Source: an optimization exercise on an open RTL-to-GDS flow (aim: small area). Production flows keep margins and buffers that such runs may drop. RTL that was checked went through simulation tests only; none was proved equivalent to the original. Function not checked in runs 1 to 6: the RTL went through the layout flow alone.

==> flow/run.sh <==
#!/bin/bash
# synth_recipe.tcl (not shown) runs the flow's synth.tcl, then flattens the netlist and writes it again
# the make line also repeats each setting of config.mk as NAME=value (left out here)
make -C /OpenROAD-flow-scripts/flow DESIGN_CONFIG=/design/flow/config.mk WORK_HOME=/design/flow/orfs CLKGATE_MAP_FILE= SYNTH_SCRIPT=/design/flow/synth_recipe.tcl finish
==> flow/config.mk <==
export PLATFORM = sky130hd
export DESIGN_NAME = dpc_5x5
export DESIGN_NICKNAME = dpc_5x5
export VERILOG_FILES = /design/flow/design.v
export SDC_FILE = /design/flow/constraint.sdc
export NUM_CORES = 4
export LEC_CHECK = 0
export ABC_AREA = 1
export CAP_MARGIN = 20
export CORE_MARGIN = 2
export CORE_UTILIZATION = 40
export SLEW_MARGIN = 20
==> flow/constraint.sdc <==
create_clock -name core_clock -period 3.5 [get_ports {clk}]
set_input_delay 0.7000 -clock core_clock [delete_from_list [all_inputs] [get_ports {clk}]]
set_output_delay 0.7000 -clock core_clock [all_outputs]
set_load 0.01 [all_outputs]
==> flow/design.v <==
module dpc_5x5(
	input			clk,
	input			reset_n,
	input			bayer_format,
	input	[7:0]	i_dpc_threshold,
	input	[2:0]	i_video_syn,
	input	[7:0]	i_data_r0,
	input	[7:0]	i_data_r1,
	input	[7:0]	i_data_r2,
	input	[7:0]	i_data_r3,
	input	[7:0]	i_data_r4,
	output	[2:0]	o_video_sync,
	output	[7:0]	o_data
);
reg		[11:0]	syn_v, syn_h, syn_d;
always @(posedge clk or negedge reset_n)
	if (~reset_n) begin
		syn_v <= 0;
		syn_h <= 0;
		syn_d <= 0;
	end else begin
		syn_v <= {syn_v[10:0], i_video_syn[2]};
		syn_d <= {syn_d[10:0], i_video_syn[1]};
		syn_h <= {syn_h[10:0], i_video_syn[0]};
	end
assign o_video_sync = {syn_v[11], syn_d[11], syn_h[11]};
wire	de_rise = syn_d[2] & ~syn_d[3];
wire	vs_fall = syn_v[3] & ~syn_v[2];
reg		odd_pixel;
reg		odd_line;
always @(posedge clk)
	if (de_rise)
		odd_pixel <= ~bayer_format;
	else if (syn_d[3])
		odd_pixel <= ~odd_pixel;
always @(posedge clk or negedge reset_n)
	if (~reset_n)
		odd_line <= 1'b0;
	else if (vs_fall)
		odd_line <= 1'b0;
	else if (de_rise)
		odd_line <= ~odd_line;
wire	g1 = odd_pixel ^ odd_line;		 
wire	[39:0]	s0 = {i_data_r4, i_data_r3, i_data_r2, i_data_r1, i_data_r0};
reg		[39:0]	s1, s2, s3, s4, s5, s6;
always @(posedge clk) begin
	s1 <= s0;
	s2 <= s1;
	s3 <= s2;
	s4 <= s3;
	s5 <= s4;
	s6 <= s5;
end
function [63:0] nbrs;
	input			g;
	input	[39:0]	c1, c2, c3, c4, c5;
	reg		[7:0]	n1, n2, n3, n4, n6, n7, n8, n9;
	begin
		n1 = g ? c2[8*(1) +: 8] : c1[8*(0) +: 8];
		n2 = c3[8*(0) +: 8];
		n3 = g ? c4[8*(1) +: 8] : c5[8*(0) +: 8];
		n4 = c1[8*(2) +: 8];
		n6 = c5[8*(2) +: 8];
		n7 = g ? c2[8*(3) +: 8] : c1[8*(4) +: 8];
		n8 = c3[8*(4) +: 8];
		n9 = g ? c4[8*(3) +: 8] : c5[8*(4) +: 8];
		nbrs = {n9, n8, n7, n6, n4, n3, n2, n1};
	end
endfunction
function [7:0] bitcol;
	input	[63:0]	x;
	input	integer	b;
	integer			k;
	begin
		for (k = 0; k < 8; k = k + 1)
			bitcol[k] = x[8*k + b];
	end
endfunction
function gt8;
	input	[7:0]	a;
	input	[7:0]	b;
	integer			k;
	begin
		gt8 = 1'b0;
		for (k = 0; k < 8; k = k + 1)
			gt8 = (a[k] & ~b[k]) | ((a[k] | ~b[k]) & gt8);
	end
endfunction
function [8:0] add8;
	input	[7:0]	a;
	input	[7:0]	b;
	input			ci;
	integer			k;
	reg				cy;
	begin
		cy = ci;
		for (k = 0; k < 8; k = k + 1) begin
			add8[k] = a[k] ^ b[k] ^ cy;
			cy = (a[k] & b[k]) | (a[k] & cy) | (b[k] & cy);
		end
		add8[8] = cy;
	end
endfunction
function [3:0] sort4;		 
	input	[3:0]	x;
	begin
		sort4[0] = |x;
		sort4[3] = &x;
		sort4[1] = (x[0] & x[1]) | (x[2] & x[3]) | ((x[0] | x[1]) & (x[2] | x[3]));
		sort4[2] = (x[0] & x[1] & (x[2] | x[3])) | (x[2] & x[3] & (x[0] | x[1]));
	end
endfunction
function th4;				 
	input	[7:0]	e;
	reg		[3:0]	p, q;
	begin
		p = sort4(e[3:0]);
		q = sort4(e[7:4]);
		th4 = p[3] | q[3] | (p[0] & q[2]) | (p[1] & q[1]) | (p[2] & q[0]);
	end
endfunction
function [16:0] mstep;		 
	input	[7:0]	hi;
	input	[7:0]	lo;
	input	[7:0]	x;
	reg		[7:0]	e;
	reg				m;
	begin
		e = hi | (x & ~lo);
		m = th4(e);
		mstep = {m, hi | (e & {8{~m}}), lo | (~e & {8{m}})};
	end
endfunction
function [17:0] mstep2;	 
	input	[7:0]	hi;
	input	[7:0]	lo;
	input	[7:0]	x1;
	input	[7:0]	x0;
	reg		[7:0]	e, e0, e1, hia, loa;
	reg				m, ma, mb, mn;
	begin
		e = hi | (x1 & ~lo);
		m = th4(e);
		e0 = e | (x0 & ~lo);
		e1 = hi | (x0 & e);
		ma = th4(e0);
		mb = th4(e1);
		mn = m ? mb : ma;
		hia = hi | (e & {8{~m}});
		loa = lo | (~e & {8{m}});
		e = m ? e1 : e0;
		mstep2 = {m, mn, hia | (e & {8{~mn}}), loa | (~e & {8{mn}})};
	end
endfunction
wire	[63:0]	w1 = nbrs(g1, s4, s3, s2, s1, s0);
wire	[7:0]	c_1 = s2[8*(2) +: 8];
wire	[7:0]	thr = i_dpc_threshold;
wire	[8:0]	u_c = add8(c_1, ~thr, 1'b1);	 
wire	[8:0]	v = add8(c_1, thr, 1'b1);		 
reg		[7:0]	pos;		 
reg		[3:0]	neg;		 
integer	i;
always @(*) begin
	for (i = 0; i < 8; i = i + 1)
		pos[i] = u_c[8] & gt8(u_c[7:0], w1[8*i +: 8]);
	for (i = 0; i < 4; i = i + 1)
		neg[i] = ~v[8] & gt8(w1[8*(i+4) +: 8], v[7:0]);
end
wire	dec_a = &pos;
wire	dec_b = (&pos[3:0]) & (&neg);
wire	[16:0]	q1_7 = mstep(8'h00, 8'h00, bitcol(w1, 7));
wire	[16:0]	q1_6 = mstep(q1_7[15:8], q1_7[7:0], bitcol(w1, 6));
reg		[7:0]	hi2, lo2;
reg		[7:6]	m2;
reg				a_2, b_2, g2;
reg		[5:0]	n1_2, n7_2;
always @(posedge clk) begin
	hi2 <= q1_6[15:8];
	lo2 <= q1_6[7:0];
	m2 <= {q1_7[16], q1_6[16]};
	a_2 <= dec_a;
	b_2 <= dec_b;
	g2 <= g1;
	n1_2 <= w1[5:0];
	n7_2 <= w1[45:40];
end
wire	[63:0]	w2x = nbrs(g2, s5, s4, s3, s2, s1);
wire	[63:0]	w2 = {w2x[63:48], 2'b0, n7_2, w2x[39:8], 2'b0, n1_2};
wire	[16:0]	q2_5 = mstep(hi2, lo2, bitcol(w2, 5));
wire	[16:0]	q2_4 = mstep(q2_5[15:8], q2_5[7:0], bitcol(w2, 4));
wire	[16:0]	q2_3 = mstep(q2_4[15:8], q2_4[7:0], bitcol(w2, 3));
reg		[7:0]	hi3, lo3;
reg		[7:3]	m3;
reg				a_3, b_3, g3;
reg		[2:0]	n1_3, n7_3;
always @(posedge clk) begin
	hi3 <= q2_3[15:8];
	lo3 <= q2_3[7:0];
	m3 <= {m2, q2_5[16], q2_4[16], q2_3[16]};
	a_3 <= a_2;
	b_3 <= b_2;
	g3 <= g2;
	n1_3 <= n1_2[2:0];
	n7_3 <= n7_2[2:0];
end
wire	[63:0]	w3x = nbrs(g3, s6, s5, s4, s3, s2);
wire	[63:0]	w3 = {w3x[63:48], 5'b0, n7_3, w3x[39:8], 5'b0, n1_3};
wire	[16:0]	q3_2 = mstep(hi3, lo3, bitcol(w3, 2));
wire	[16:0]	q3_1 = mstep(q3_2[15:8], q3_2[7:0], bitcol(w3, 1));
wire	[16:0]	q3_0 = mstep(q3_1[15:8], q3_1[7:0], bitcol(w3, 0));
wire	[7:0]	med = {m3, q3_2[16], q3_1[16], q3_0[16]};
wire	[7:0]	c_f = s4[8*(2) +: 8];		 
wire	[7:0]	p_f = s5[8*(2) +: 8];		 
reg		[7:0]	d0, d1, d2, d3, d4, d5;
always @(posedge clk) begin
	d0 <= a_3 ? med : (b_3 ? c_f : p_f);
	d1 <= d0;
	d2 <= d1;
	d3 <= d2;
	d4 <= d3;
	d5 <= d4;
end
assign o_data = d5;
endmodule
==> out/results.txt, run 1 <==
Simple-gate share of the synthesized area: 19.7%
Hold WS: 0.322 ns
Share of layout cells above drive strength 1: 26.3%
WL final: 28,200 um
Yosys top cell area share: 46.8%
Detailed Place HPWL: 21,400 um
RSZ-0062 raised after global routing: yes
Area Growth Syn to Fin: 31.4%
Top_reg_cell synth: dfxtp_1
Row cnt: 61
FMAX: 0.241 GHz
Synthesized cell area: 11,400 um2
Synthesis warning total: 1
Blocking Checks: negative setup slack
Largest family of logic cells by synthesized area: simple AND/OR/NAND/NOR gates
Grt total ovfl: 0
Placed Area: 13,100 um2
Gp weighted congestion: 0.937
Worst hold path type: reg2reg
I/O pin count: 65
DIE AREA: 29,800 um2
Status: complete, but fails checks
Core region area: 27,900 um2
Worst-path clk slew: 0.06 ns
Reg2reg path depth: 16
Reg2reg start: s2[16]$_DFF_P_
Worst-margin pin slew: 0.582 ns
I/O Buffers: 64
Die Ht: 173 um
Root Driver: clkbuf_16
First-pass GRT wire length: 43,900 um
Iteration-0 DRC Markers: 629
Fin crit period: 4.15 ns
H-tree Lvls: 1
#FFs+latches synth: 304
CTS tree: done
Syn_area_per_cell: 8.75 um2
Max clock buf depth: 3
Crit Path Max Fanout: 5
Worst slew margin: 60.1%
Final setup fails: 2
Hold Vio Cnt, Final: 0
Most frequent cell after synthesis: nand2_1
Nets: 1,559
EDFF count, synth: 1
Post-synthesis mux area share: 0.440%
Vias per cell: 4.75
Compound-cell area share of the yosys netlist: 13.6%
Library cells used by synthesis: 46
1st-pass router iterations: 5
CTS sink cnt: 304
Register-to-register setup slack: -0.65 ns
Largest net degree at the start of global routing: 38
Final Max Tran Viols: 0
Max_cap viols: 0
Crit path kind: reg2reg
Post-synth top area cell: dfxtp_1
CP required: 3.96 ns
Initial antenna violation count: 1
CTS Buf Count: 31
Period Utilization, post-route: 119%
Via Count: 8,980
Residual DRC: 0
Final WS setup: -0.652 ns
GRT Resource Usage Total: 18.3%
Setup crit end kind: flip-flop
Hold_buf cts: 0
WP data arrival: 4.61 ns
Xor and xnor area share after synthesis: 0%
Register area share after synthesis: 55.2%
Max Clock Skew: 0.0231 ns
Post-route ant nets: 0
Top cells by area, synth: dfxtp_1 47%, nand2_1 9.8%, dfrtp_1 8.1%
Crit start category: flip-flop
Post-Synth Adder-Cell Area: 3.21%
Antenna cells: 0
Synth Instances: 1,300
Pre-CTS setup slack: -1.51 ns
Die W: 173 um
Final Instance Area: 14,900 um2
Skew-Pair Late Insertion Delay: 0.57 ns
Fraction of registers with async set/reset: 12.2%
FF-to-FF End: a_2$_DFF_P_
Fillers: 2,557
Launch point of the critical path: s2[16]$_DFF_P_
Commonest cells in the netlist: 296 x nand2_1, 266 x dfxtp_1, 184 x inv_1, 84 x o21ai_0, 71 x nor2_1
Setup_tns: -1.28 ns
Starting Density: 40.8%
CP Capture Point: a_2$_DFF_P_
Syn_nets: 1,370
Drt wl/cell: 14.9 um
Number of global-route vias before repair: 8,564
[worst min-delay path by stage]
stage,startpoint,to,slack [ns],depth (start not counted)
global placement,s3[39]$_DFF_P_,s4[39]$_DFF_P_,0.31,0
finish,d2[0]$_DFF_P_,d3[0]$_DFF_P_,0.32,0
detailed placement,d3[3]$_DFF_P_,d4[3]$_DFF_P_,0.31,0
CTS,d2[0]$_DFF_P_,d3[0]$_DFF_P_,0.32,0
floorplan,a_2$_DFF_P_,a_3$_DFF_P_,0.31,0
global route,d2[0]$_DFF_P_,d3[0]$_DFF_P_,0.32,0
[state kept, by name (all words and copies together) (netlist names), 3 cells and up]
| name | count |
|---|---|
| n1_3 | 3 |
| syn_d | 12 |
| hi2 | 8 |
| s3 | 40 |
| d5 | 8 |
| hi3 | 8 |
| s4 | 24 |
| n7_2 | 6 |
| lo2 | 8 |
| n1_2 | 6 |
| s1 | 40 |
| s2 | 40 |
| d4 | 8 |
| d3 | 8 |
| d0 | 8 |
| n7_3 | 3 |
| m3 | 5 |
| syn_v | 12 |
| s5 | 8 |
| d2 | 8 |
| s6 | 3 |
| syn_h | 12 |
| lo3 | 8 |
| d1 | 8 |
[routing by layer]
| metal | wire length, um | share of wire [%] | up-vias | GRT usage (%) |
|---|---|---|---|---|
| met5 | 0 | 0 | - | 0 |
| met4 | 590 | 2.1 | 0 | 4.27 |
| met3 | 1060 | 3.8 | 44 | 2.44 |
| met2 | 12800 | 46 | 187 | 29.9 |
| met1 | 13700 | 49 | 4199 | 25.9 |
| li1 | - | - | 4550 | - |
[critical path, cell delays in order (launching register included)]
cell and delay, ns:
dfxtp_2 0.32, inv_2 0.07, ha_4 0.13, inv_2 0.03, fa_2 0.34, fa_2 0.36
fa_2 0.36, fa_2 0.36, fa_2 0.36, fa_2 0.35, fa_2 0.57, inv_4 0.05
o21ai_2 0.10, nand4_1 0.10, a21oi_1 0.11, o21ai_1 0.10, nor4_1 0.32
[kinds of logic after synthesis]
family | count (synthesis)
AND/OR/NAND/NOR | 495
flip-flops | 304
AO/OA/AOI/OAI | 247
buffers and inverters | 227
adder cells (fa/ha/maj) | 22
multiplexers | 5
[final cells by class]
| class | instances | area (um2) | share of cell area (%) |
|---|---|---|---|
| clock inverters | 20 | 244 | 1.63 |
| clock buffers | 38 | 875 | 5.85 |
| well taps | 378 | 473 | 3.17 |
| repair buffers | 167 | 1450 | 9.71 |
| flip-flops and latches | 304 | 6300 | 42.1 |
| multi-input cells | 775 | 4800 | 32.1 |
| inverters | 210 | 803 | 5.38 |
[what timing repair did]
item,in CTS,in global routing
setup endpoints to repair,13,37
setup buffers,4,13
gates resized for setup,12,156
pin swaps,2,43
cloned,0,6
hold endpoints to repair,0,0
[per-stage QoR]
step / std cells / utilization (%)
6_report: 1892 / 53.6
3_3_place_gp: 1811 / 47.0
2_1_floorplan: 1300 / -
5_1_grt: 1892 / 53.6
4_1_cts: 1873 / 51.2
3_5_place_dp: 1811 / 47.0
[cells in the final DEF, fill, tap and decap left out, types with 8 or more instances in the layout]
| master | n |
|---|---|
| o21ai_0 | 73 |
| buf_4 | 99 |
| nand2_2 | 53 |
| a21oi_1 | 34 |
| nand2_1 | 259 |
| fa_2 | 10 |
| clkbuf_16 | 33 |
| o221ai_1 | 28 |
| nand3_1 | 35 |
| nor2_1 | 65 |
| nor2_2 | 8 |
| o21ai_1 | 23 |
| clkdlybuf4s50_1 | 62 |
| nand2_4 | 23 |
| o21ai_2 | 13 |
| dfrtp_1 | 37 |
| o22ai_1 | 24 |
| inv_1 | 167 |
| a21oi_2 | 9 |
| or2_2 | 18 |
| a21oi_4 | 14 |
| dfxtp_1 | 256 |
| nand3_2 | 13 |
| dfxtp_2 | 9 |
| inv_2 | 33 |
==> run 2, diff against run 1 <==
--- a/flow/design.v
+++ b/flow/design.v
@@ -155,5 +155,7 @@
 wire	[63:0]	w1 = nbrs(g1, s4, s3, s2, s1, s0);
 wire	[7:0]	c_1 = s2[8*(2) +: 8];
-wire	[7:0]	thr = i_dpc_threshold;
+reg		[7:0]	thr;
+always @(posedge clk)
+	thr <= i_dpc_threshold;
 wire	[8:0]	u_c = add8(c_1, ~thr, 1'b1);	 
 wire	[8:0]	v = add8(c_1, thr, 1'b1);		 
==> run 2 against run 1 <==
Effect of this change: still fails the layout checks on negative setup slack; core utilization fell by 1.6 points; first-iteration DRC count rose by 0.64%; routed wire length fell by 2.7%; register-to-register slack improved by 0.09 ns; final cell count fell by 0.42%; global-route usage fell by 1.1 points; non-clock buffer count fell by 21; maximum frequency rose by 2.1%; synthesized cell count rose by 0.62%; die area rose by 1.4%; critical endpoint unchanged; largest cell class unchanged.
==> out/results.txt, run 2 <==
Status: complete, but fails checks
Blocking Checks: negative setup slack
Grt peak-use layer: met2
Hold WS: 0.224 ns
Worst-path clk slew: 0.06 ns
Top cells by area, synth: dfxtp_1 48%, nand2_1 9.6%, dfrtp_1 8.0%
Initial antenna violation count: 0
DIE AREA: 30,200 um2
CP top delay family: adder cells
Final setup fails: 2
Via Count: 8,938
I/O pin count: 65
CP required: 3.96 ns
Reg2reg start: s2[16]$_DFF_P_
#FFs+latches synth: 312
Largest net degree at the start of global routing: 38
Max Clock Skew: 0.0145 ns
Commonest cells in the netlist: 296 x nand2_1, 274 x dfxtp_1, 184 x inv_1, 84 x o21ai_0, 71 x nor2_1
Syn_nets: 1,378
Worst-path cell chain: inv_2 > ha_2 > inv_1 > fa_2 > fa_2 > fa_2 > fa_2 > fa_2 > fa_2 > fa_2 > inv_4 > o21ai_2 > nand4_1 > a21oi_2 > o21ai_2 > nor4_1
Detailed Place HPWL: 20,200 um
Grt total ovfl: 0
1st-pass router iterations: 5
I/O Buffers: 64
Pre-CTS setup slack: -0.606 ns
Worst slew margin: 49.0%
Gp weighted congestion: 0.894
Fraction of registers with async set/reset: 11.9%
Core Util, Final: 52.1%
Routing usage on met1: 24.5%
Slowest cell on the critical path: fa_2
Most frequent cell after synthesis: nand2_1
Crit path kind: reg2reg
M2 GR Usage: 27.7%
Skew-Pair Late Insertion Delay: 0.56 ns
Commonest non-fill, non-tap cell in the layout: dfxtp_1
Synthesis warning total: 1
Period Utilization, post-route: 116%
Setup crit end kind: flip-flop
Final Max Tran Viols: 0
CTS tree: done
Fillers: 2,709
Register area share after synthesis: 55.8%
FMAX: 0.246 GHz
GR Util met3: 2.43%
WP data arrival: 4.53 ns
Yosys top cell area share: 47.6%
Vias per cell: 4.74
Synthesized cell area: 11,500 um2
First-pass GRT wire length: 41,700 um
WL final: 27,400 um
Stages on worst setup path: 16
H-tree Lvls: 1
GRT Resource Usage Total: 17.2%
Final WS setup: -0.567 ns
Antenna cells: 0
Post-synth top area cell: dfxtp_1
Starting Density: 40.4%
Reg2reg path depth: 16
Area Growth Syn to Fin: 28.9%
Top cell by count, worst path: fa_2
Max incr delay on CP: 0.58 ns
Library cells used by synthesis: 46
Iteration-0 DRC Markers: 633
Worst hold path type: in2async
CTS Buf Count: 30
Commonest cells after routing, fill and taps aside: 268 x dfxtp_1, 263 x nand2_1, 175 x inv_1
CTS sink cnt: 312
Residual DRC: 0
Max clock buf depth: 3
Launch point of the critical path: s2[16]$_DFF_P_
Number of global-route vias before repair: 8,260
RSZ-0062 raised after global routing: yes
Die W: 174 um
Top_reg_cell synth: dfxtp_1
Row cnt: 62
Critical path buffer and inverter count: 3
Core region area: 28,500 um2
Root Driver: clkbuf_16
Max_cap viols: 0
Share of layout cells above drive strength 1: 23.9%
Worst-margin pin slew: 0.766 ns
Syn_area_per_cell: 8.82 um2
EDFF count, synth: 1
Largest registers: s1 (40), s2 (40), s3 (40)
Register-to-register setup slack: -0.57 ns
Setup_tns: -1.06 ns
Die Ht: 174 um
Nets: 1,546
Hold Vio Cnt, Final: 0
Post-route ant nets: 0
Crit start category: flip-flop
Fin crit period: 4.07 ns
Synth Instances: 1,308
Drt wl/cell: 14.5 um
Finished Layout Cells: 1,884
Dpl cells: 1,806
Crit Path Max Fanout: 5
[run 2: what timing repair did]
item / in CTS / in global routing
buffers inserted: 0 / 14
pin swaps: 1 / 51
hold buffers: 0 / 0
cloned: 0 / 8
gates resized for setup: 2 / 141
endpoints found under the setup margin: 2 / 37
[run 2: layout make-up]
cell class | count | area (um2) | share of cell area [%]
Clock buffer | 48 | 940 | 6.32
Multi-Input combinational cell | 776 | 4790 | 32.2
Inverter | 210 | 796 | 5.35
Clock inverter | 8 | 126 | 0.850
Sequential cell | 312 | 6450 | 43.4
Timing Repair Buffer | 146 | 1280 | 8.59
Tap cell | 384 | 480 | 3.23
[run 2: through the flow]
stage               area [um2]
floorplan                11600
global placement         13100
detailed placement       13100
CTS                      14200
global route             14900
finish                   14900
[run 2: final timing paths]
check / to
max: a_2$_DFF_P_
min in group core_clock: s2[1]$_DFF_P_
max reg2reg: a_2$_DFF_P_
max in group asynchronous: syn_d[7]$_DFF_PN0_
min reg2reg: s2[1]$_DFF_P_
min: syn_v[0]$_DFF_PN0_
[run 2: cell families after synthesis]
kind of cell | count (synthesis) | share of synthesized area, %
mux | 5 | 0.434
simple gates | 495 | 19.4
buf+inv | 227 | 7.70
flops | 312 | 55.8
fa+ha+maj | 22 | 3.17
compound gates | 247 | 13.4
[run 2: metal layers]
metal  part of all wire, %  vias to the layer above
met5                     0                        -
met4                   1.8                        0
met2                    45                      200
met1                    49                     4157
li1                      -                     4538
met3                   4.0                       43
==> run 3, diff against run 2 <==
--- a/flow/design.v
+++ b/flow/design.v
@@ -154,10 +154,12 @@
 endfunction
 wire	[63:0]	w1 = nbrs(g1, s4, s3, s2, s1, s0);
-wire	[7:0]	c_1 = s2[8*(2) +: 8];
 reg		[7:0]	thr;
 always @(posedge clk)
 	thr <= i_dpc_threshold;
-wire	[8:0]	u_c = add8(c_1, ~thr, 1'b1);	 
-wire	[8:0]	v = add8(c_1, thr, 1'b1);		 
+reg		[8:0]	u_c, v;
+always @(posedge clk) begin
+	u_c <= add8(s1[8*(2) +: 8], ~thr, 1'b1);
+	v   <= add8(s1[8*(2) +: 8], thr, 1'b1);
+end
 reg		[7:0]	pos;		 
 reg		[3:0]	neg;		 
--- a/flow/config.mk
+++ b/flow/config.mk
@@ -10,3 +10,5 @@
 export CORE_MARGIN = 2
 export CORE_UTILIZATION = 40
+export CTS_BUF_LIST = sky130_fd_sc_hd__clkbuf_8
+export GPL_TIMING_DRIVEN = 0
 export SLEW_MARGIN = 20
==> run 3 against run 2 <==
Effect of this change: design area grew 2.3%; first-iteration DRC count down 4.1%; largest cell class unchanged; the layout still fails its checks (negative setup slack); core utilization grew 0.78 points; setup slack improved by 0.53 ns; die area is 1.7% higher; via count grew 2.9%.
==> out/results.txt, run 3 <==
Largest net degree at the start of global routing: 24
Gp weighted congestion: 0.923
Final setup fails: 9
Largest registers: s1 (40), s2 (40), s3 (40)
Syn_area_per_cell: 8.89 um2
Fin crit period: 3.53 ns
Core Util, Final: 52.8%
Xor and xnor area share after synthesis: 0%
Library cells used by synthesis: 47
Synth Instances: 1,320
Max clock buf depth: 3
Detailed Place HPWL: 19,900 um
Die W: 175 um
CTS tree: done
Commonest non-fill, non-tap cell in the layout: dfxtp_1
FMAX: 0.283 GHz
I/O Buffers: 64
Commonest cells in the netlist: 314 x nand2_1, 292 x dfxtp_1, 188 x inv_1, 71 x o21ai_0, 70 x nor2_1
Post-synth top area cell: dfxtp_1
EDFF count, synth: 1
First-pass GRT wire length: 42,600 um
Slowest cell on the critical path: dfxtp_4
Via Count: 9,198
RSZ-0062 raised after global routing: yes
Reg2reg start: s1[21]$_DFF_P_
DIE AREA: 30,700 um2
Max Clock Skew: 0.0326 ns
Die Ht: 175 um
Syn_nets: 1,390
Skew-Pair Late Insertion Delay: 0.59 ns
Max_cap viols: 0
Share of layout cells above drive strength 1: 23.9%
Top_reg_cell synth: dfxtp_1
Worst-path clk slew: 0.06 ns
Fillers: 2,598
Compound-cell area share of the yosys netlist: 12.6%
Antenna cells: 0
WL final: 27,900 um
Crit Path Max Fanout: 7
Top cells by area, synth: dfxtp_1 50%, nand2_1 10%, dfrtp_1 7.9%
Launch point of the critical path: s1[21]$_DFF_P_
Row cnt: 62
Max incr delay on CP: 0.39 ns
Dpl cells: 1,769
Setup crit end kind: flip-flop
1st-pass router iterations: 5
Worst-margin pin slew: 0.739 ns
Fraction of registers with async set/reset: 11.2%
Post-route ant nets: 0
Crit start category: flip-flop
Grt total ovfl: 0
Status: complete, but fails checks
Drt wl/cell: 14.6 um
Commonest cells after routing, fill and taps aside: 290 x dfxtp_1, 259 x nand2_1, 187 x inv_1
Blocking Checks: negative setup slack
Worst hold path type: in2async
#FFs+latches synth: 330
WP data arrival: 3.97 ns
Simple-gate share of the synthesized area: 18.3%
Most frequent cell after synthesis: nand2_1
Area Growth Syn to Fin: 29.6%
Yosys top cell area share: 49.8%
Period Utilization, post-route: 101%
Vias per cell: 4.81
Final Max Tran Viols: 0
Root Driver: clkbuf_8
Final WS setup: -0.0333 ns
Top cell by count, worst path: nand2_1
Hold_buf cts: 0
Post-synthesis mux area share: 0.693%
GRT Resource Usage Total: 17.5%
Register area share after synthesis: 58.0%
Residual DRC: 0
Hold Vio Cnt, Final: 0
Post-Synth Adder-Cell Area: 3.03%
Iteration-0 DRC Markers: 607
CP required: 3.94 ns
Number of global-route vias before repair: 8,482
Core region area: 28,800 um2
Crit path kind: reg2reg
Largest family of logic cells by synthesized area: simple AND/OR/NAND/NOR gates
Worst slew margin: 50.2%
CTS sink cnt: 330
CTS Buf Count: 53
Starting Density: 40.8%
Initial antenna violation count: 0
Synthesized cell area: 11,700 um2
Finished Layout Cells: 1,914
I/O pin count: 65
Nets: 1,556
Synthesis warning total: 1
H-tree Lvls: 2
-- run 3: cell count changes in the layout (fill, tap and decap cells not counted), sizes merged, moves of 5 or more --
cell | before | now
o22ai | 24 | 35
o21ai | 109 | 91
a21oi | 57 | 62
clkbuf | 48 | 77
o221ai | 29 | 22
inv | 204 | 217
dfxtp | 274 | 292
buf | 83 | 47
-- run 3: area by class of cell --
cell class	count	area, um2	share of cell area [%]
clock buffers	69	950	6.24
inverters	208	800	5.26
multi-input cells	775	4750	31.2
plain buffers	17	118	0.773
well taps	384	480	3.16
clock inverters	30	338	2.22
repair buffers	101	968	6.37
flip-flops and latches	330	6810	44.8
-- run 3: timing repair --
action | 4_1_cts | 5_1_grt
gates cloned | 3 | 8
setup endpoints to repair | 39 | 39
gates resized for setup | 38 | 189
pin swaps | 6 | 65
buffers inserted | 4 | 31
-- run 3: cell families after synthesis --
| kind of cell | after synthesis |
|---|---|
| buf+inv | 225 |
| simple gates | 491 |
| compound gates | 245 |
| fa+ha+maj | 21 |
| mux | 8 |
| flops | 330 |
-- run 3: metrics by stage --
step / hold WS (ns) / setup TNS (ns) / setup slack (ns) / area (um2)
6_report: 0.0113 / -0.147 / -0.0333 / 15200
5_1_grt: 0.00357 / -4.80 / -0.238 / 15200
4_1_cts: 0.000816 / 0 / 0.000925 / 14300
3_5_place_dp: 0.312 / -9.09 / -0.784 / 12900
3_3_place_gp: 0.310 / -7.86 / -0.795 / 12900
2_1_floorplan: 0.310 / 0 / 0.131 / 11700
-- run 3: path summary, 6_finish.rpt --
path	endpoint	slack (ns)	cells past startpoint
setup / recovery	hi3[1]$_DFF_P_	-0.03	32
hold / removal	syn_h[5]$_DFF_PN0_	0.01	1
setup reg to reg	hi3[1]$_DFF_P_	-0.03	32
hold reg to reg	d1[3]$_DFF_P_	0.30	0
max in group asynchronous	odd_line$_DFFE_PN0P_	3.05	2
min in group core_clock	d1[3]$_DFF_P_	0.30	0
-- run 3: critical path: cells and delay by family (launching register included) --
| kind | cells | cell delay [ns] |
|---|---|---|
| buffers and inverters | 6 | 0.52 |
| DFF | 1 | 0.39 |
| AOI/OAI and AO/OA | 2 | 0.37 |
| and+or+nand+nor | 24 | 2.09 |
-- run 3: per-layer routing --
| layer | wire length (um) | global-route usage, % | up-vias | share of wire, % |
|---|---|---|---|---|
| met4 | 465 | 5.00 | 0 | 1.7 |
| met1 | 13400 | 25.1 | 4298 | 48 |
| met3 | 1740 | 3.40 | 46 | 6.2 |
| met5 | 0 | 0 | - | 0 |
| met2 | 12300 | 26.8 | 267 | 44 |
| li1 | - | - | 4587 | - |
==> run 4, diff against run 3 <==
--- a/flow/design.v
+++ b/flow/design.v
@@ -157,9 +157,6 @@
 always @(posedge clk)
 	thr <= i_dpc_threshold;
-reg		[8:0]	u_c, v;
-always @(posedge clk) begin
-	u_c <= add8(s1[8*(2) +: 8], ~thr, 1'b1);
-	v   <= add8(s1[8*(2) +: 8], thr, 1'b1);
-end
+wire	[8:0]	u_c = {1'b0, s2[8*(2) +: 8]} + {1'b0, ~thr} + 9'd1;
+wire	[8:0]	v = {1'b0, s2[8*(2) +: 8]} + {1'b0, thr} + 9'd1;
 reg		[7:0]	pos;		 
 reg		[3:0]	neg;		 
--- a/flow/config.mk
+++ b/flow/config.mk
@@ -10,5 +10,5 @@
 export CORE_MARGIN = 2
 export CORE_UTILIZATION = 40
-export CTS_BUF_LIST = sky130_fd_sc_hd__clkbuf_8
-export GPL_TIMING_DRIVEN = 0
+export CTS_CLUSTER_DIAMETER = 100
+export CTS_CLUSTER_SIZE = 30
 export SLEW_MARGIN = 20
==> run 4 against run 3 <==
Effect of this change: critical path depth decreased by 3; final cell count increased by 1.7%; sequential cell count decreased by 18; setup slack improved by 0.17 ns; count of clock-buffer cells in the layout decreased by 50; highest routed layer unchanged; now clean on timing, DRC and antenna; routed wire length increased by 4.2%; non-clock buffer count increased by 41; via count increased by 1.2%; hold slack improved by 0.31 ns.
==> out/results.txt, run 4 <==
Status: finished clean
Iteration-0 DRC Markers: 538
Post-route ant nets: 0
Max incr delay on CP: 0.39 ns
Commonest cells after routing, fill and taps aside: 302 x nand2_1, 261 x dfxtp_1, 160 x inv_1
Worst slew margin: 57.0%
Gp weighted congestion: 0.919
Grt total ovfl: 0
CP required: 3.90 ns
CTS sink cnt: 312
Nets: 1,629
Final setup fails: 0
Fraction of registers with async set/reset: 11.9%
Detailed Place HPWL: 21,700 um
Critical path buffer and inverter count: 3
Core region area: 28,700 um2
Die W: 175 um
Max_cap viols: 0
Skew-Pair Late Insertion Delay: 0.51 ns
RSZ-0062 raised after global routing: yes
I/O pin count: 65
Max Clock Skew: 0.0302 ns
EDFF count, synth: 1
Worst-path clk slew: 0.11 ns
Residual DRC: 0
Drt wl/cell: 14.9 um
Final Max Tran Viols: 0
Die Ht: 175 um
Commonest cells in the netlist: 365 x nand2_1, 274 x dfxtp_1, 180 x inv_1, 97 x o21ai_0, 76 x nor2_1
Fillers: 2,726
FMAX: 0.298 GHz
Via Count: 9,308
Row cnt: 62
First-pass GRT wire length: 43,800 um
Fin crit period: 3.36 ns
CTS tree: done
Commonest non-fill, non-tap cell in the layout: nand2_1
Max clock buf depth: 3
Setup_tns: 0 ns
Root Driver: clkbuf_16
WL final: 29,100 um
Area Growth Syn to Fin: 26.4%
Synthesized cell area: 11,700 um2
Library cells used by synthesis: 51
Period Utilization, post-route: 96.0%
Initial antenna violation count: 1
Top_reg_cell synth: dfxtp_1
H-tree Lvls: 1
Largest registers: s1 (40), s2 (40), s3 (40)
Synth Instances: 1,390
Syn_area_per_cell: 8.40 um2
1st-pass router iterations: 5
Hold_buf cts: 0
Worst hold path type: reg2reg
WP data arrival: 3.76 ns
Setup crit end kind: flip-flop
GRT Resource Usage Total: 18.1%
Crit path kind: reg2reg
Share of layout cells above drive strength 1: 24.2%
I/O Buffers: 64
Yosys top cell area share: 47.0%
Synthesis warning total: 1
CP top delay family: simple AND/OR/NAND/NOR gates
Crit start category: flip-flop
Number of global-route vias before repair: 8,562
Worst-margin pin slew: 0.638 ns
DIE AREA: 30,600 um2
Top cell by count, worst path: nand2_2
Hold Vio Cnt, Final: 0
Hold WS: 0.322 ns
Register area share after synthesis: 55.2%
Crit Path Max Fanout: 8
Slowest cell on the critical path: dfxtp_4
Most frequent cell after synthesis: nand2_1
Top cells by area, synth: dfxtp_1 47%, nand2_1 12%, dfrtp_1 7.9%
Syn_nets: 1,462
Post-synth top area cell: dfxtp_1
Vias per cell: 4.78
#FFs+latches synth: 312
CTS Buf Count: 14
Largest net degree at the start of global routing: 38
Starting Density: 40.7%
Antenna cells: 0
-- run 4: cell type report --
| class | instances | area, um2 | area share [%] |
|---|---|---|---|
| Sequential cell | 312 | 6460 | 43.8 |
| Multi-Input combinational cell | 868 | 5200 | 35.2 |
| Timing Repair Buffer | 159 | 1430 | 9.68 |
| Inverter | 202 | 766 | 5.19 |
| Tap cell | 384 | 480 | 3.26 |
| Clock buffer | 19 | 400 | 2.71 |
| Clock inverter | 2 | 20.0 | 0.136 |
-- run 4: kinds of logic (layout without fill, tap and decap cells) --
group                      after synthesis  in the layout  synth area share, %
xor gates and xnor gates                 2              2                0.150
DFF                                    312            312                 55.2
muxes                                    4              4                0.343
and+or+nand+nor                        572            580                 21.5
buffers and inverters                  218            382                 7.30
AOI/OAI and AO/OA                      258            258                 13.0
adders and majority gates               24             24                 2.57
-- run 4: worst reg2reg max path, delay by kind of cell (launching register included) --
| family | cells | cell delay (ns) |
|---|---|---|
| AO/OA/AOI/OAI | 1 | 0.17 |
| buffers and inverters | 3 | 0.23 |
| flip-flops | 1 | 0.39 |
| AND/OR/NAND/NOR | 25 | 2.47 |
-- run 4: metrics by stage --
stage	setup WS [ns]	std cells	util, %	cell area (um2)
after floorplan	0.510	1390	-	11700
final	0.140	1946	51.4	14800
after CTS	0.00469	1914	47.7	13700
after global placement	-0.131	1892	46.2	13300
after global routing	-0.104	1946	51.4	14800
after detailed placement	-0.213	1892	46.2	13300
-- run 4: path summary, 6_finish.rpt --
check / end / cells after the start / slack (ns) / start
max: hi3[1]$_DFF_P_ / 29 / 0.14 / g2$_DFF_P_
min: d1[2]$_DFF_P_ / 0 / 0.32 / d0[2]$_DFF_P_
max in group asynchronous: syn_h[11]$_DFF_PN0_ / 2 / 2.58 / reset_n
min in group asynchronous: syn_v[2]$_DFF_PN0_ / 2 / 0.58 / reset_n
max reg2reg: hi3[1]$_DFF_P_ / 29 / 0.14 / g2$_DFF_P_
min reg2reg: d1[2]$_DFF_P_ / 0 / 0.32 / d0[2]$_DFF_P_
-- run 4: layer usage --
layer / part of all wire (%) / up-vias / wire, um / global-route usage [%]
li1: - / 4790 / - / -
met1: 49 / 4308 / 14300 / 26.3
met2: 45 / 174 / 13000 / 29.0
met3: 4.2 / 36 / 1230 / 2.11
met4: 1.7 / 0 / 487 / 3.82
met5: 0 / - / 0 / 0
-- run 4: timing repair --
| item | CTS | global route |
|---|---|---|
| gates resized for setup | 5 | 244 |
| setup buffers | 0 | 23 |
| pin swaps | 1 | 67 |
| setup endpoints to repair | 10 | 37 |
| cloned | 1 | 9 |
==> run 5, diff against run 4 <==
--- a/flow/design.v
+++ b/flow/design.v
@@ -154,9 +154,8 @@
 endfunction
 wire	[63:0]	w1 = nbrs(g1, s4, s3, s2, s1, s0);
-reg		[7:0]	thr;
-always @(posedge clk)
-	thr <= i_dpc_threshold;
-wire	[8:0]	u_c = {1'b0, s2[8*(2) +: 8]} + {1'b0, ~thr} + 9'd1;
-wire	[8:0]	v = {1'b0, s2[8*(2) +: 8]} + {1'b0, thr} + 9'd1;
+wire	[7:0]	c_1 = s2[8*(2) +: 8];
+wire	[7:0]	thr = i_dpc_threshold;
+wire	[8:0]	u_c = add8(c_1, ~thr, 1'b1);	 
+wire	[8:0]	v = add8(c_1, thr, 1'b1);		 
 reg		[7:0]	pos;		 
 reg		[3:0]	neg;		 
@@ -170,6 +169,5 @@
 wire	dec_a = &pos;
 wire	dec_b = (&pos[3:0]) & (&neg);
-wire	[16:0]	q1_7 = mstep(8'h00, 8'h00, bitcol(w1, 7));
-wire	[16:0]	q1_6 = mstep(q1_7[15:8], q1_7[7:0], bitcol(w1, 6));
+wire	[17:0]	q1_7 = mstep2(8'h00, 8'h00, bitcol(w1, 7), bitcol(w1, 6));
 reg		[7:0]	hi2, lo2;
 reg		[7:6]	m2;
@@ -177,7 +175,7 @@
 reg		[5:0]	n1_2, n7_2;
 always @(posedge clk) begin
-	hi2 <= q1_6[15:8];
-	lo2 <= q1_6[7:0];
-	m2 <= {q1_7[16], q1_6[16]};
+	hi2 <= q1_7[15:8];
+	lo2 <= q1_7[7:0];
+	m2 <= {q1_7[17], q1_7[16]};
 	a_2 <= dec_a;
 	b_2 <= dec_b;
@@ -188,27 +186,24 @@
 wire	[63:0]	w2x = nbrs(g2, s5, s4, s3, s2, s1);
 wire	[63:0]	w2 = {w2x[63:48], 2'b0, n7_2, w2x[39:8], 2'b0, n1_2};
-wire	[16:0]	q2_5 = mstep(hi2, lo2, bitcol(w2, 5));
-wire	[16:0]	q2_4 = mstep(q2_5[15:8], q2_5[7:0], bitcol(w2, 4));
-wire	[16:0]	q2_3 = mstep(q2_4[15:8], q2_4[7:0], bitcol(w2, 3));
+wire	[17:0]	q2_5 = mstep2(hi2, lo2, bitcol(w2, 5), bitcol(w2, 4));
+wire	[17:0]	q2_3 = mstep2(q2_5[15:8], q2_5[7:0], bitcol(w2, 3), bitcol(w2, 2));
 reg		[7:0]	hi3, lo3;
-reg		[7:3]	m3;
+reg		[7:2]	m3;
 reg				a_3, b_3, g3;
-reg		[2:0]	n1_3, n7_3;
+reg		[1:0]	n1_3, n7_3;
 always @(posedge clk) begin
 	hi3 <= q2_3[15:8];
 	lo3 <= q2_3[7:0];
-	m3 <= {m2, q2_5[16], q2_4[16], q2_3[16]};
+	m3 <= {m2, q2_5[17], q2_5[16], q2_3[17], q2_3[16]};
 	a_3 <= a_2;
 	b_3 <= b_2;
 	g3 <= g2;
-	n1_3 <= n1_2[2:0];
-	n7_3 <= n7_2[2:0];
+	n1_3 <= n1_2[1:0];
+	n7_3 <= n7_2[1:0];
 end
 wire	[63:0]	w3x = nbrs(g3, s6, s5, s4, s3, s2);
-wire	[63:0]	w3 = {w3x[63:48], 5'b0, n7_3, w3x[39:8], 5'b0, n1_3};
-wire	[16:0]	q3_2 = mstep(hi3, lo3, bitcol(w3, 2));
-wire	[16:0]	q3_1 = mstep(q3_2[15:8], q3_2[7:0], bitcol(w3, 1));
-wire	[16:0]	q3_0 = mstep(q3_1[15:8], q3_1[7:0], bitcol(w3, 0));
-wire	[7:0]	med = {m3, q3_2[16], q3_1[16], q3_0[16]};
+wire	[63:0]	w3 = {w3x[63:48], 6'b0, n7_3, w3x[39:8], 6'b0, n1_3};
+wire	[17:0]	q3_1 = mstep2(hi3, lo3, bitcol(w3, 1), bitcol(w3, 0));
+wire	[7:0]	med = {m3, q3_1[17], q3_1[16]};
 wire	[7:0]	c_f = s4[8*(2) +: 8];		 
 wire	[7:0]	p_f = s5[8*(2) +: 8];		 
--- a/flow/config.mk
+++ b/flow/config.mk
@@ -10,5 +10,3 @@
 export CORE_MARGIN = 2
 export CORE_UTILIZATION = 40
-export CTS_CLUSTER_DIAMETER = 100
-export CTS_CLUSTER_SIZE = 30
 export SLEW_MARGIN = 20
==> run 5 against run 4 <==
Effect of this change: the layout now fails its checks (negative setup slack); first-iteration DRC count increased by 42%; design area increased by 1.4%; via count increased by 8.0%; final cell count increased by 5.2%; synthesized cell count increased by 4.8%; largest cell class unchanged; highest routed layer unchanged.
==> out/results.txt, run 5 <==
Hold Vio Cnt, Final: 0
Nets: 1,706
Top sig layer: met4
Library cells used by synthesis: 51
Core Util, Final: 50.5%
Worst hold path type: in2async
Reg2reg path depth: 18
Most frequent cell after synthesis: nand2_1
1st-pass router iterations: 5
Commonest cells in the netlist: 343 x nand2_1, 264 x dfxtp_1, 218 x inv_1, 95 x o21ai_0
Synthesis warning total: 1
Core region area: 29,600 um2
Post-synth top area cell: dfxtp_1
Max_cap viols: 0
Register area share after synthesis: 51.8%
Setup crit end kind: flip-flop
Initial antenna violation count: 0
Yosys top cell area share: 43.9%
Fin crit period: 3.95 ns
Syn_area_per_cell: 8.27 um2
DIE AREA: 31,500 um2
Largest registers: s1 (40), s2 (40), s3 (40)
Blocking Checks: negative setup slack
CTS tree: done
First-pass GRT wire length: 51,100 um
Final Instance Area: 15,000 um2
Crit path kind: in2reg
Via Count: 10,100
Dpl cells: 1,985
Commonest cells after routing, fill and taps aside: 340 x nand2_1, 261 x dfxtp_1, 212 x inv_1
Placed Area: 13,800 um2
#FFs+latches synth: 302
M1 wire length: 14,900 um
Gp weighted congestion: 0.916
Iteration-0 DRC Markers: 764
Top_reg_cell synth: dfxtp_1
Worst slew margin: 48.0%
Largest net degree at the start of global routing: 38
Fraction of registers with async set/reset: 12.3%
GRT Resource Usage Total: 20.9%
Synthesized cell area: 12,000 um2
Finished Layout Cells: 2,048
Max clock buf depth: 3
Detailed Place HPWL: 25,600 um
Max Clock Skew: 0.0123 ns
FMAX: 0.253 GHz
Crit start category: input port
CP required: 4.00 ns
Hold WS: 0.227 ns
Skew-Pair Late Insertion Delay: 0.56 ns
RSZ-0062 raised after global routing: yes
Top cells by area, synth: dfxtp_1 44%, nand2_1 11%, dfrtp_1 7.7%
Die W: 178 um
I/O pin count: 65
Starting Density: 40.6%
CTS sink cnt: 302
EDFF count, synth: 1
Root Driver: clkbuf_16
H-tree Lvls: 1
Row cnt: 63
WP data arrival: 4.45 ns
Grt total ovfl: 0
Final Max Tran Viols: 0
Number of global-route vias before repair: 9,526
Status: complete, but fails checks
Hold_buf cts: 0
FF-to-FF End: a_2$_DFF_P_
Antenna cells: 0
Register-to-register setup slack: -0.44 ns
Post-route ant nets: 0
WL final: 32,900 um
Commonest non-fill, non-tap cell in the layout: nand2_1
Syn_nets: 1,527
Die Ht: 178 um
I/O Buffers: 64
Residual DRC: 0
Fillers: 2,877
Metal3 WL: 1560 um
Final WS setup: -0.449 ns
Final setup fails: 2
Crit Path Max Fanout: 5
Worst-path clk slew: 0.06 ns
Drt wl/cell: 16.1 um
Reg2reg start: s2[16]$_DFF_P_
Met2 WL: 15,200 um
Synth Instances: 1,457
Period Utilization, post-route: 113%
Worst-margin pin slew: 0.780 ns
Share of layout cells above drive strength 1: 16.2%
Vias per cell: 4.91
Area Growth Syn to Fin: 24.3%
CTS Buf Count: 30
[run 5: logic make-up (layout without fill, tap and decap cells)]
group / after synthesis / count (layout) / share of synthesized area (%)
compound gates: 296 / 296 / 15.4
fa+ha+maj: 19 / 19 / 2.78
buf+inv: 249 / 447 / 8.13
flops: 302 / 302 / 51.8
mux: 5 / 5 / 0.415
simple gates: 586 / 589 / 21.4
[run 5: area by class of cell]
cell class	count	area (um2)	area share, %
clock buffers	42	847	5.66
multi-input cells	909	4990	33.3
flip-flops and latches	302	6240	41.7
inverters	229	872	5.83
repair buffers	163	1400	9.38
clock inverters	12	123	0.819
well taps	390	488	3.26
repair inverters	1	5.00	0.0334
[run 5: per-layer routing]
| metal | GRT usage, % | up-vias |
|---|---|---|
| li1 | - | 5118 |
| met1 | 28.0 | 4566 |
| met2 | 34.8 | 300 |
| met3 | 2.74 | 73 |
| met4 | 7.07 | 0 |
| met5 | 0 | - |
[run 5: timing repair]
item / 4_1_cts / 5_1_grt
pin swaps: 6 / 7
gates cloned: 1 / 3
buffers inserted: 2 / 3
gates resized for setup: 13 / 32
setup endpoints to repair: 4 / 23
[run 5: how the worst max path moves through the flow]
stage                            start           to  slack (ns)  depth (start not counted)
global route            s2[16]$_DFF_P_  b_2$_DFF_P_       -0.62                         18
global placement    i_dpc_threshold[0]  b_2$_DFF_P_       -1.44                         16
detailed placement  i_dpc_threshold[0]  b_2$_DFF_P_       -1.49                         16
finish              i_dpc_threshold[0]  a_2$_DFF_P_       -0.45                         18
floorplan           i_dpc_threshold[0]  b_2$_DFF_P_       -0.63                         15
CTS                     s2[16]$_DFF_P_  a_2$_DFF_P_       -0.43                         18
[run 5: through the flow]
| stage | TNS [ns] | setup WS [ns] |
|---|---|---|
| after global routing | -1.23 | -0.615 |
| after floorplan | -1.22 | -0.628 |
| after detailed placement | -2.91 | -1.49 |
| final | -0.895 | -0.449 |
| after CTS | -0.854 | -0.428 |
| after global placement | -2.84 | -1.44 |
[run 5: worst max-delay path: stages]
cell,delay (ns)
clkdlybuf4s15_2,0.23
ha_4,0.14
inv_2,0.03
fa_2,0.33
fa_2,0.37
fa_2,0.37
fa_2,0.34
inv_2,0.06
fa_2,0.18
inv_2,0.04
fa_2,0.33
fa_2,0.61
clkinv_4,0.09
o22ai_2,0.18
o2111ai_2,0.14
nor2_1,0.10
nand2_1,0.09
nor2_1,0.11
==> run 6, diff against run 5 <==
--- a/flow/design.v
+++ b/flow/design.v
@@ -155,5 +155,7 @@
 wire	[63:0]	w1 = nbrs(g1, s4, s3, s2, s1, s0);
 wire	[7:0]	c_1 = s2[8*(2) +: 8];
-wire	[7:0]	thr = i_dpc_threshold;
+reg		[7:0]	thr;
+always @(posedge clk)
+	thr <= i_dpc_threshold;
 wire	[8:0]	u_c = add8(c_1, ~thr, 1'b1);	 
 wire	[8:0]	v = add8(c_1, thr, 1'b1);		 
==> run 6 against run 5 <==
Effect of this change: the layout still fails its checks (negative setup slack); register-to-register slack gained 0.11 ns; first-iteration DRC count grew 2.7%; area after synthesis grew 2.7%; design area grew 0.22%; hold slack gained 0.022 ns; sequential share of layout area grew 0.99 points.
==> out/results.txt, run 6 <==
Status: complete, but fails checks
Blocking Checks: negative setup slack
Critical path buffer and inverter count: 6
Dpl cells: 1,963
Fillers: 2,860
Post-route ant nets: 0
Iteration-0 DRC Markers: 785
I/O Buffers: 64
Register area share after synthesis: 51.7%
GR Util met3: 3.10%
WP data arrival: 4.33 ns
CTS Buf Count: 31
Crit path kind: reg2reg
DIE AREA: 32,400 um2
Share of layout cells above drive strength 1: 14.6%
Largest registers: s1 (40), s2 (40), s3 (40)
Max_cap viols: 0
Post-CTS Setup Bufs: 0
Crit Path Max Fanout: 9
EDFF count, synth: 1
RSZ-0062 raised after global routing: yes
Commonest cells after routing, fill and taps aside: 337 x nand2_1, 267 x dfxtp_1, 213 x inv_1
Max clock buf depth: 3
Hold WS: 0.249 ns
Top_reg_cell synth: dfxtp_1
Final Max Tran Viols: 0
FMAX: 0.261 GHz
Synthesized cell area: 12,400 um2
Initial antenna violation count: 0
Library cells used by synthesis: 46
Final Instance Area: 15,000 um2
Fraction of registers with async set/reset: 11.9%
H-tree Lvls: 1
Gp weighted congestion: 0.914
Largest net degree at the start of global routing: 38
M2 GR Usage: 35.3%
Detailed Place HPWL: 25,800 um
Synthesis warning total: 1
Fin crit period: 3.83 ns
Syn_area_per_cell: 8.32 um2
Top cell by count, worst path: fa_2
Row cnt: 64
Nets: 1,672
Grt peak-use layer: met2
Vias per cell: 4.98
Max incr delay on CP: 0.53 ns
CTS tree: done
Finished Layout Cells: 2,021
Yosys top cell area share: 44.0%
Worst hold path type: in2async
Placed Area: 13,700 um2
Worst-path clk slew: 0.07 ns
Worst-path cell chain: inv_2 > ha_1 > inv_1 > fa_2 > fa_2 > fa_2 > fa_2 > inv_2 > fa_1 > inv_1 > fa_2 > fa_1 > inv_2 > nand2_1 > o211ai_1 > inv_1 > nand4_1 > nor2_1 > nand2_1 > nor2_1
GRT Resource Usage Total: 20.2%
Worst-margin pin slew: 0.869 ns
Post-synth top area cell: dfxtp_1
Residual DRC: 0
Period Utilization, post-route: 109%
Core Util, Final: 49.2%
Slowest cell on the critical path: fa_1
Die W: 180 um
Final WS setup: -0.331 ns
Die Ht: 180 um
Hold Vio Cnt, Final: 0
1st-pass router iterations: 6
Max Clock Skew: 0.0209 ns
Root Driver: clkbuf_16
#FFs+latches synth: 310
Synth Instances: 1,487
Top cells by area, synth: dfxtp_1 44%, nand2_1 10%, dfrtp_1 7.5%
Commonest non-fill, non-tap cell in the layout: nand2_1
CP top delay family: adder cells
Hold_buf cts: 0
Final setup fails: 2
Commonest cells in the netlist: 339 x nand2_1, 272 x dfxtp_1, 217 x inv_1, 108 x o21ai_0, 89 x nor2_1
Via Count: 10,100
I/O pin count: 65
Routing usage on met1: 25.4%
Skew-Pair Late Insertion Delay: 0.57 ns
Antenna cells: 0
Core region area: 30,500 um2
Grt total ovfl: 0
WL final: 33,300 um
Number of global-route vias before repair: 9,790
Starting Density: 40.6%
Setup crit end kind: flip-flop
Drt wl/cell: 16.5 um
Syn_nets: 1,557
Crit start category: flip-flop
CP required: 4.00 ns
Area Growth Syn to Fin: 21.2%
Worst slew margin: 42.0%
CTS sink cnt: 310
First-pass GRT wire length: 52,000 um
Most frequent cell after synthesis: nand2_1
[run 6: cell type report]
| type | instances | area (um2) | share of cell area, % |
|---|---|---|---|
| repair buffers | 102 | 950 | 6.33 |
| well taps | 396 | 495 | 3.30 |
| multi-input cells | 922 | 5110 | 34.1 |
| inverters | 235 | 890 | 5.93 |
| flip-flops and latches | 310 | 6410 | 42.7 |
| clock buffers | 43 | 871 | 5.80 |
| clock inverters | 13 | 279 | 1.86 |
[run 6: worst paths after layout]
| check | startpoint | end | slack, ns | depth (start not counted) |
|---|---|---|---|---|
| worst max-delay path | s2[16]$_DFF_P_ | a_2$_DFF_P_ | -0.33 | 20 |
| worst min register to register | s3[20]$_DFF_P_ | s4[20]$_DFF_P_ | 0.32 | 0 |
| worst min-delay path | reset_n | syn_v[0]$_DFF_PN0_ | 0.25 | 1 |
| min in group core_clock | s3[20]$_DFF_P_ | s4[20]$_DFF_P_ | 0.32 | 0 |
| worst max register to register | s2[16]$_DFF_P_ | a_2$_DFF_P_ | -0.33 | 20 |
| max in group asynchronous | reset_n | syn_d[9]$_DFF_PN0_ | 2.70 | 1 |
[run 6: through the flow]
| stage | setup slack [ns] | TNS [ns] |
|---|---|---|
| detailed placement | -0.413 | -0.779 |
| finish | -0.331 | -0.642 |
| floorplan | -0.213 | -0.395 |
| global route | -0.528 | -1.13 |
| CTS | -0.352 | -0.705 |
| global placement | -0.355 | -0.703 |
[run 6: cell families after synthesis]
logic type,count (synthesis),synth area share [%]
flip-flops,310,51.7
buffers and inverters,257,8.28
adder cells (fa/ha/maj),20,2.79
AO/OA/AOI/OAI,300,15.0
multiplexers,4,0.323
AND/OR/NAND/NOR,596,21.9
[run 6: layer usage]
layer  vias to the layer above  part of all wire, %
met1                      4635                   44
met2                       299                   48
li1                       5054                    -
met5                         -                    0
met3                        71                  5.2
met4                         0                  3.3
[run 6: repair_timing]
| item | in CTS | in global routing |
|---|---|---|
| hold endpoints to repair | 0 | 0 |
| setup endpoints to repair | 2 | 31 |
| pin swaps | 4 | 3 |
| resized for setup | 6 | 30 |
| gates cloned | 0 | 2 |
==> run 7, diff against run 6 <==
--- a/flow/design.v
+++ b/flow/design.v
@@ -154,10 +154,12 @@
 endfunction
 wire	[63:0]	w1 = nbrs(g1, s4, s3, s2, s1, s0);
-wire	[7:0]	c_1 = s2[8*(2) +: 8];
 reg		[7:0]	thr;
 always @(posedge clk)
 	thr <= i_dpc_threshold;
-wire	[8:0]	u_c = add8(c_1, ~thr, 1'b1);	 
-wire	[8:0]	v = add8(c_1, thr, 1'b1);		 
+reg		[8:0]	u_c, v;
+always @(posedge clk) begin
+	u_c <= add8(s1[8*(2) +: 8], ~thr, 1'b1);
+	v   <= add8(s1[8*(2) +: 8], thr, 1'b1);
+end
 reg		[7:0]	pos;		 
 reg		[3:0]	neg;		 
==> run 7 against run 6 <==
Effect of this change: setup slack improved by 0.51 ns; critical path type unchanged; now clean on timing, DRC and antenna; critical path depth decreased by 8; sequential share of layout area increased by 2.0 points; design area increased by 0.94%; largest cell class unchanged.
==> out/results.txt, run 7 <==
H-tree Lvls: 2
Largest registers: s1 (40), s2 (40), s3 (40)
Die Ht: 181 um
CTS tree: done
Library cells used by synthesis: 58
Top cell by count, worst path: fa_2
Worst-path clk slew: 0.06 ns
Worst slew margin: 33.7%
CTS Buf Count: 35
Residual DRC: 0
EDFF count, synth: 1
Vias per cell: 5.00
Most frequent cell after synthesis: nand2_1
First-pass GRT wire length: 49,300 um
I/O pin count: 65
Initial antenna violation count: 0
CTS sink cnt: 328
Status: finished clean
Area Growth Syn to Fin: 20.4%
WL final: 32,000 um
Pre-CTS setup slack: -0.0681 ns
Synthesis warning total: 1
FF-to-FF End: v[7]$_DFF_P_
Hold Vio Cnt, Final: 0
Number of global-route vias before repair: 9,545
Synth Instances: 1,504
Row cnt: 64
Nets: 1,685
Antenna cells: 0
Commonest cells in the netlist: 360 x nand2_1, 290 x dfxtp_1, 218 x inv_1, 104 x o21ai_0, 88 x nor2_1
Crit start category: flip-flop
Share of layout cells above drive strength 1: 12.6%
Drt wl/cell: 15.7 um
Max Clock Skew: 0.0229 ns
Reg2reg path depth: 12
Worst-margin pin slew: 0.969 ns
Syn_area_per_cell: 8.36 um2
Starting Density: 40.9%
Syn_nets: 1,574
Slowest cell on the critical path: fa_2
Largest net degree at the start of global routing: 38
Max incr delay on CP: 0.40 ns
#FFs+latches synth: 328
Final setup fails: 0
Fillers: 3,002
Max clock buf depth: 3
Grt total ovfl: 0
Root Driver: clkbuf_16
Commonest non-fill, non-tap cell in the layout: nand2_1
Final Max Tran Viols: 0
Max_cap viols: 0
I/O Buffers: 64
Commonest cells after routing, fill and taps aside: 356 x nand2_1, 285 x dfxtp_1, 216 x inv_1
Core Util, Final: 49.2%
Post-synth top area cell: dfxtp_1
GRT Resource Usage Total: 19.0%
Detailed Place HPWL: 24,000 um
Final WS setup: 0.180 ns
Synthesized cell area: 12,600 um2
Setup_tns: 0 ns
Finished Layout Cells: 2,035
Yosys top cell area share: 46.2%
Via Count: 10,200
Worst-path cell chain: inv_1 > ha_1 > inv_1 > fa_2 > fa_2 > fa_2 > fa_2 > fa_2 > fa_2 > inv_1 > fa_1 > inv_1
Fraction of registers with async set/reset: 11.3%
1st-pass router iterations: 5
Post-route ant nets: 0
Critical path buffer and inverter count: 4
Register-to-register setup slack: 0.18 ns
Worst hold path type: in2async
Setup crit end kind: flip-flop
Fin crit period: 3.32 ns
Die W: 181 um
Gp weighted congestion: 0.904
Top_reg_cell synth: dfxtp_1
Register area share after synthesis: 53.8%
Dpl cells: 1,962
Period Utilization, post-route: 94.9%
Crit path kind: reg2reg
Skew-Pair Late Insertion Delay: 0.52 ns
WP data arrival: 3.79 ns
CP top delay family: adder cells
Top cells by area, synth: dfxtp_1 46%, nand2_1 11%, dfrtp_1 7.4%
Reg2reg start: s1[16]$_DFF_P_
Crit Path Max Fanout: 2
CP required: 3.97 ns
Iteration-0 DRC Markers: 772
FMAX: 0.301 GHz
DIE AREA: 32,900 um2
Core region area: 30,700 um2
==> run 7: changes by cell type after synthesis, moves of 5 or more <==
cell and change:
o21bai_1 -10, a21oi_4 -5, a21oi_1 +14, nand2_1 +21
inv_2 -5, dfxtp_1 +18, nand2_2 -12, o221ai_1 -6
nand3_2 -7
==> run 7: routing by layer <==
layer | vias up | track usage [%] | share of wire [%]
li1 | 5109 | - | -
met1 | 4691 | 26.5 | 47
met2 | 308 | 30.1 | 44
met3 | 60 | 3.06 | 5.9
met4 | 0 | 5.95 | 2.7
met5 | - | 0 | 0
==> run 7: worst max-delay path by stage <==
stage,to,cells after the start,start
floorplan,u_c[7]$_DFF_P_,10,s1[16]$_DFF_P_
global placement,u_c[7]$_DFF_P_,10,s1[16]$_DFF_P_
detailed placement,u_c[7]$_DFF_P_,10,s1[16]$_DFF_P_
finish,v[7]$_DFF_P_,12,s1[16]$_DFF_P_
CTS,u_c[7]$_DFF_P_,10,s1[16]$_DFF_P_
global route,hi3[1]$_DFF_P_,28,lo2[6]$_DFF_P_
==> run 7: cell type report <==
cell class | instances | area (um2) | area share (%)
clock buffer | 48 | 996 | 6.58
clock inverter | 13 | 138 | 0.909
inverter | 230 | 878 | 5.80
multi-input combinational | 924 | 4960 | 32.7
sequential | 328 | 6770 | 44.7
tap | 396 | 495 | 3.27
timing repair buffer | 95 | 901 | 5.95
timing repair inverter | 1 | 5.00 | 0.0330
==> run 7: worst register-to-register path, cell delays in order, from the launching register on <==
cell and delay (ns):
dfxtp_1 0.31, inv_1 0.07, ha_1 0.14, inv_1 0.05
fa_2 0.35, fa_2 0.38, fa_2 0.40, fa_2 0.35
fa_2 0.35, fa_2 0.34, inv_1 0.07, fa_1 0.40
inv_1 0.06
==> run 7: metrics by stage <==
stage / area [um2] / hold slack (ns)
floorplan: 12600 / 0.310
global placement: 13700 / 0.310
CTS: 14900 / 0.265
global route: 15100 / 0.304
detailed placement: 13700 / 0.312
finish: 15100 / 0.246
==> run 7: timing repair <==
item | CTS | global route
pin swaps | 0 | 9
setup buffers | 0 | 9
endpoints found under the setup margin | 2 | 36
gates cloned | 0 | 3
endpoints found under the hold margin | 0 | 0
hold buffers | 0 | 0
resized for setup | 4 | 54
==> run 7: cells by family (layout without fill, tap and decap cells) <==
kind of cell	Yosys count	in the layout	share of synthesized area (%)
fa+ha+maj	17	17	2.51
buf+inv	254	387	8.05
mux	6	6	0.478
flops	328	328	53.8
compound gates	302	302	14.4
simple gates	597	599	20.8

## re-timing with driven ports
The results above use ideal ports. As a check the final layouts listed here were re-extracted and re-timed, cells and wires unchanged. Step 1 sets driving cells, clkbuf_16 on the clock port and buf_2 on the other inputs (assumed; they add their load-dependent delay and slew). Step 2 times the ports against the registers' clock, not the clock port: input delays grow and output delays shrink by t, the midpoint of the rising clock arrivals with the driver on. a / b / c = ideal / step 1 / step 2; a / b = the first two.
run | t, ns | slack for setup (ns) | hold WS [ns] | worst setup path after step 2 | latest minus earliest clock arrival (ns) | worst data-port slew with drivers (ns)
run 1 | 0.609 | -0.652 / -0.652 / -1.230 | 0.322 / 0.322 / 0.322 | input to register | 0.023 / 0.024 | 0.05
run 2 | 0.595 | -0.567 / -0.567 / -0.567 | 0.224 / 0.201 / 0.324 | register to register | 0.015 / 0.015 | 0.04
run 3 | 0.624 | -0.033 / -0.033 / -0.255 | 0.011 / -0.016 / 0.299 | input to register | 0.038 / 0.038 | 0.05
run 4 | 0.553 | 0.140 / 0.140 / -0.161 | 0.322 / 0.322 / 0.322 | input to register | 0.035 / 0.035 | 0.04
run 5 | 0.601 | -0.449 / -0.444 / -1.029 | 0.227 / 0.200 / 0.321 | input to register | 0.014 / 0.013 | 0.04
run 6 | 0.606 | -0.331 / -0.331 / -0.331 | 0.249 / 0.222 / 0.316 | register to register | 0.024 / 0.024 | 0.03
run 7 | 0.561 | 0.180 / 0.180 / 0.180 | 0.246 / 0.220 / 0.323 | register to register | 0.023 / 0.023 | 0.04
Met with ideal ports but missed after step 2: setup timing in run 4. For run 5, which loses most, drivers alone change the setup slack by +0.005 ns; drivers and shift together by -0.580 ns.
